From an optimization exercise on the open Yosys and OpenROAD flow, aimed at small area and a short achievable clock period; shortcuts taken in it are not production practice.
The RTL was checked by simulation tests, not by an equivalence proof against the original design.
Power and IR drop assume default switching activity.

// vga_unit
module vga_unit(
   Hsync, Vsync, vgaRed, vgaGreen, vgaBlue,
   clk, rst_b, vg__data, vg__addr, vg__write
   );
Size: roughly 10000 cells after synthesis, roughly 3300 flip-flops, roughly 140000 um2 of cells after synthesis.
==> module vga_unit, before the edit <==
module vga_unit(
   Hsync, Vsync, vgaRed, vgaGreen, vgaBlue,
   clk, rst_b, vg__data, vg__addr, vg__write
   );
   output reg           Hsync;
   output reg           Vsync;
   output [1:3]         vgaRed;
   output [1:3]         vgaGreen;
   output [2:3]         vgaBlue;
   input                clk;
   input                rst_b;
   input [31:0]         vg__data;
   input [6:0]          vg__addr;
   input                vg__write;
   function le10(input [9:0] a, input [9:0] b);
      integer j;
      reg r;
      begin
         r = 1'b1;
         for (j = 0; j < 10; j = j + 1)
           r = (a[j] ^ b[j]) ? b[j] : r;
         le10 = r;
      end
   endfunction
   reg [10:0] hn;
   reg [9:0]  vn;
   reg        blank;             
   reg        hs_pre, vs_pre;    
   wire       hn_end = (hn == 11'd1039);
   wire       vn_end = (vn == 10'd665);
   wire [10:0] hn_nx = hn_end ? 11'd0 : hn + 11'd1;
   wire [9:0]  vn_nx = hn_end ? (vn_end ? 10'd0 : vn + 10'd1) : vn;
   wire       blank_nx = (hn >= 11'd800) || (vn >= 10'd600);
   reg [9:0]  pxa, pya, pxb, pyb;
   always @(posedge clk or negedge rst_b) begin
      if (!rst_b) begin
         hn <= 11'd1;
         vn <= 10'd0;
         pxa <= 10'd1;
         pya <= 10'd0;
         pxb <= ~10'd1;
         pyb <= ~10'd0;
         blank <= 1'b0;
         hs_pre <= 1'b0;
         vs_pre <= 1'b0;
         Hsync <= 1'b0;
         Vsync <= 1'b0;
      end else begin
         hn <= hn_nx;
         vn <= vn_nx;
         pxa <= hn_nx[9:0];
         pya <= vn_nx;
         pxb <= ~hn_nx[9:0];
         pyb <= ~vn_nx;
         blank <= blank_nx;
         hs_pre <= (hn >= 11'd856) && (hn < 11'd976);
         vs_pre <= (vn >= 10'd637) && (vn < 10'd643);
         Hsync <= hs_pre;
         Vsync <= vs_pre;
      end
   end
   wire [9:0] dx = vg__data[9:0];
   wire [9:0] dy = vg__data[19:10];
   wire       gge = le10(dx, pxa) && le10(dy, pya);
   wire       gle = le10(pxa, dx) && le10(pya, dy);
   reg [9:0] x1 [0:63];
   reg [9:0] y1 [0:63];
   reg [9:0] x2 [0:63];
   reg [9:0] y2 [0:63];
   reg [7:0] col [0:63];
   reg       en [0:63];
   reg       f1 [0:63];          
   reg       f2 [0:63];          
   genvar i;
   generate
      for (i = 0; i < 64; i = i + 1) begin : rect
         wire w1 = vg__write && vg__addr[6:1] == i && !vg__addr[0];
         wire w2 = vg__write && vg__addr[6:1] == i && vg__addr[0];
         wire [9:0] qx = (i % 2 == 0) ? pxa : ~pxb;
         wire [9:0] qy = (i % 2 == 0) ? pya : ~pyb;
         always @(posedge clk or negedge rst_b) begin
            if (!rst_b)
              en[i] <= 1'b0;
            else if (w1)
              en[i] <= vg__data[28];
         end
         always @(posedge clk) begin
            if (w1) begin
               x1[i]  <= dx;
               y1[i]  <= dy;
               col[i] <= vg__data[27:20];
            end
            if (w2) begin
               x2[i] <= dx;
               y2[i] <= dy;
            end
            f1[i] <= w1 ? gge : (le10(x1[i], qx) && le10(y1[i], qy));
            f2[i] <= w2 ? gle : (le10(qx, x2[i]) && le10(qy, y2[i]));
         end
      end
   endgenerate
   reg [7:0] newcol;
   integer k;
   always @(*) begin
      newcol = 8'd0;
      for (k = 0; k < 64; k = k + 1)
        if (en[k] && f1[k] && f2[k])
          newcol = newcol | col[k];
   end
   reg [7:0] held;
   reg [7:0] rgb;
   always @(posedge clk or negedge rst_b) begin
      if (!rst_b) begin
         held <= 8'd0;
         rgb <= 8'd0;
      end else begin
         if (!blank)
           held <= newcol;
         rgb <= blank_nx ? 8'd0 : (blank ? held : newcol);
      end
   end
   assign {vgaRed, vgaGreen, vgaBlue} = rgb;
endmodule
Settings: LEC_CHECK=0, CAP_MARGIN=20, CORE_MARGIN=2, CORE_UTILIZATION=55, CTS_CLUSTER_DIAMETER=100, CTS_CLUSTER_SIZE=25, PLACE_DENSITY=0.7, SETUP_SLACK_MARGIN=4.3, SLEW_MARGIN=20; clock period 7.0 ns.
run.sh (not shown) runs the stock make flow with config.mk's settings and CLKGATE_MAP_FILE= SYNTH_SCRIPT=/design/flow/synth_recipe.tcl, a recipe that flattens the netlist after the stock synthesis.
Rerun with:
--- a/flow/design.v
+++ b/flow/design.v
@@ -23,11 +23,10 @@
       end
    endfunction
    reg [10:0] hn;
    reg [9:0]  vn;
    reg        blank;             
-   reg        hs_pre, vs_pre;    
    wire       hn_end = (hn == 11'd1039);
    wire       vn_end = (vn == 10'd665);
    wire [10:0] hn_nx = hn_end ? 11'd0 : hn + 11'd1;
    wire [9:0]  vn_nx = hn_end ? (vn_end ? 10'd0 : vn + 10'd1) : vn;
    wire       blank_nx = (hn >= 11'd800) || (vn >= 10'd600);
@@ -39,26 +38,23 @@
          pxa <= 10'd1;
          pya <= 10'd0;
          pxb <= ~10'd1;
          pyb <= ~10'd0;
          blank <= 1'b0;
-         hs_pre <= 1'b0;
-         vs_pre <= 1'b0;
          Hsync <= 1'b0;
          Vsync <= 1'b0;
       end else begin
          hn <= hn_nx;
          vn <= vn_nx;
          pxa <= hn_nx[9:0];
          pya <= vn_nx;
          pxb <= ~hn_nx[9:0];
          pyb <= ~vn_nx;
          blank <= blank_nx;
-         hs_pre <= (hn >= 11'd856) && (hn < 11'd976);
-         vs_pre <= (vn >= 10'd637) && (vn < 10'd643);
-         Hsync <= hs_pre;
-         Vsync <= vs_pre;
+         Hsync <= (hn >= 11'd857) && (hn < 11'd977);
+         Vsync <= (hn == 11'd0) ? ((vn >= 10'd638) && (vn < 10'd644))
+                                : ((vn >= 10'd637) && (vn < 10'd643));
       end
    end
    wire [9:0] dx = vg__data[9:0];
    wire [9:0] dy = vg__data[19:10];
    wire       gge = le10(dx, pxa) && le10(dy, pya);
The changed run completed without violations; non-clock buffer count went down by 133; wire length shrinks by 1.7%; synthesized cell count came out lower by 3.9%; total power went down by 0.61%; count of clock-buffer cells in the layout drops by 5.

## static timing again, ports no longer ideal
No port has a modelled driver above. Below, the same layouts with a new extraction and two added sets of constraints. Step 1 (the two cells are an assumption about what drives the block):
set clk [get_ports {clk}]
set_driving_cell -lib_cell sky130_fd_sc_hd__clkbuf_16 $clk
set_driving_cell -lib_cell sky130_fd_sc_hd__buf_2 [delete_from_list [all_inputs] $clk]
Step 2 adds t to the input delays and takes it off the output delays; t is the mean of the earliest and latest rising clock arrival at the registers after step 1. Input paths then give back, and output paths get back, about the clock's delay inside the block. Slacks: no drivers / after step 1 / after step 2; pairs: no drivers / after step 1.
| run | t, ns | slack for setup (ns) | worst slew at a driven data input, ns |
|---|---|---|---|
| the first run | 1.000 | 3.743 / 3.754 / 2.754 | 0.25 |
| the second run | 0.957 | 4.080 / 3.996 / 3.091 | 0.45 |
After both steps every run listed still meets setup and hold.
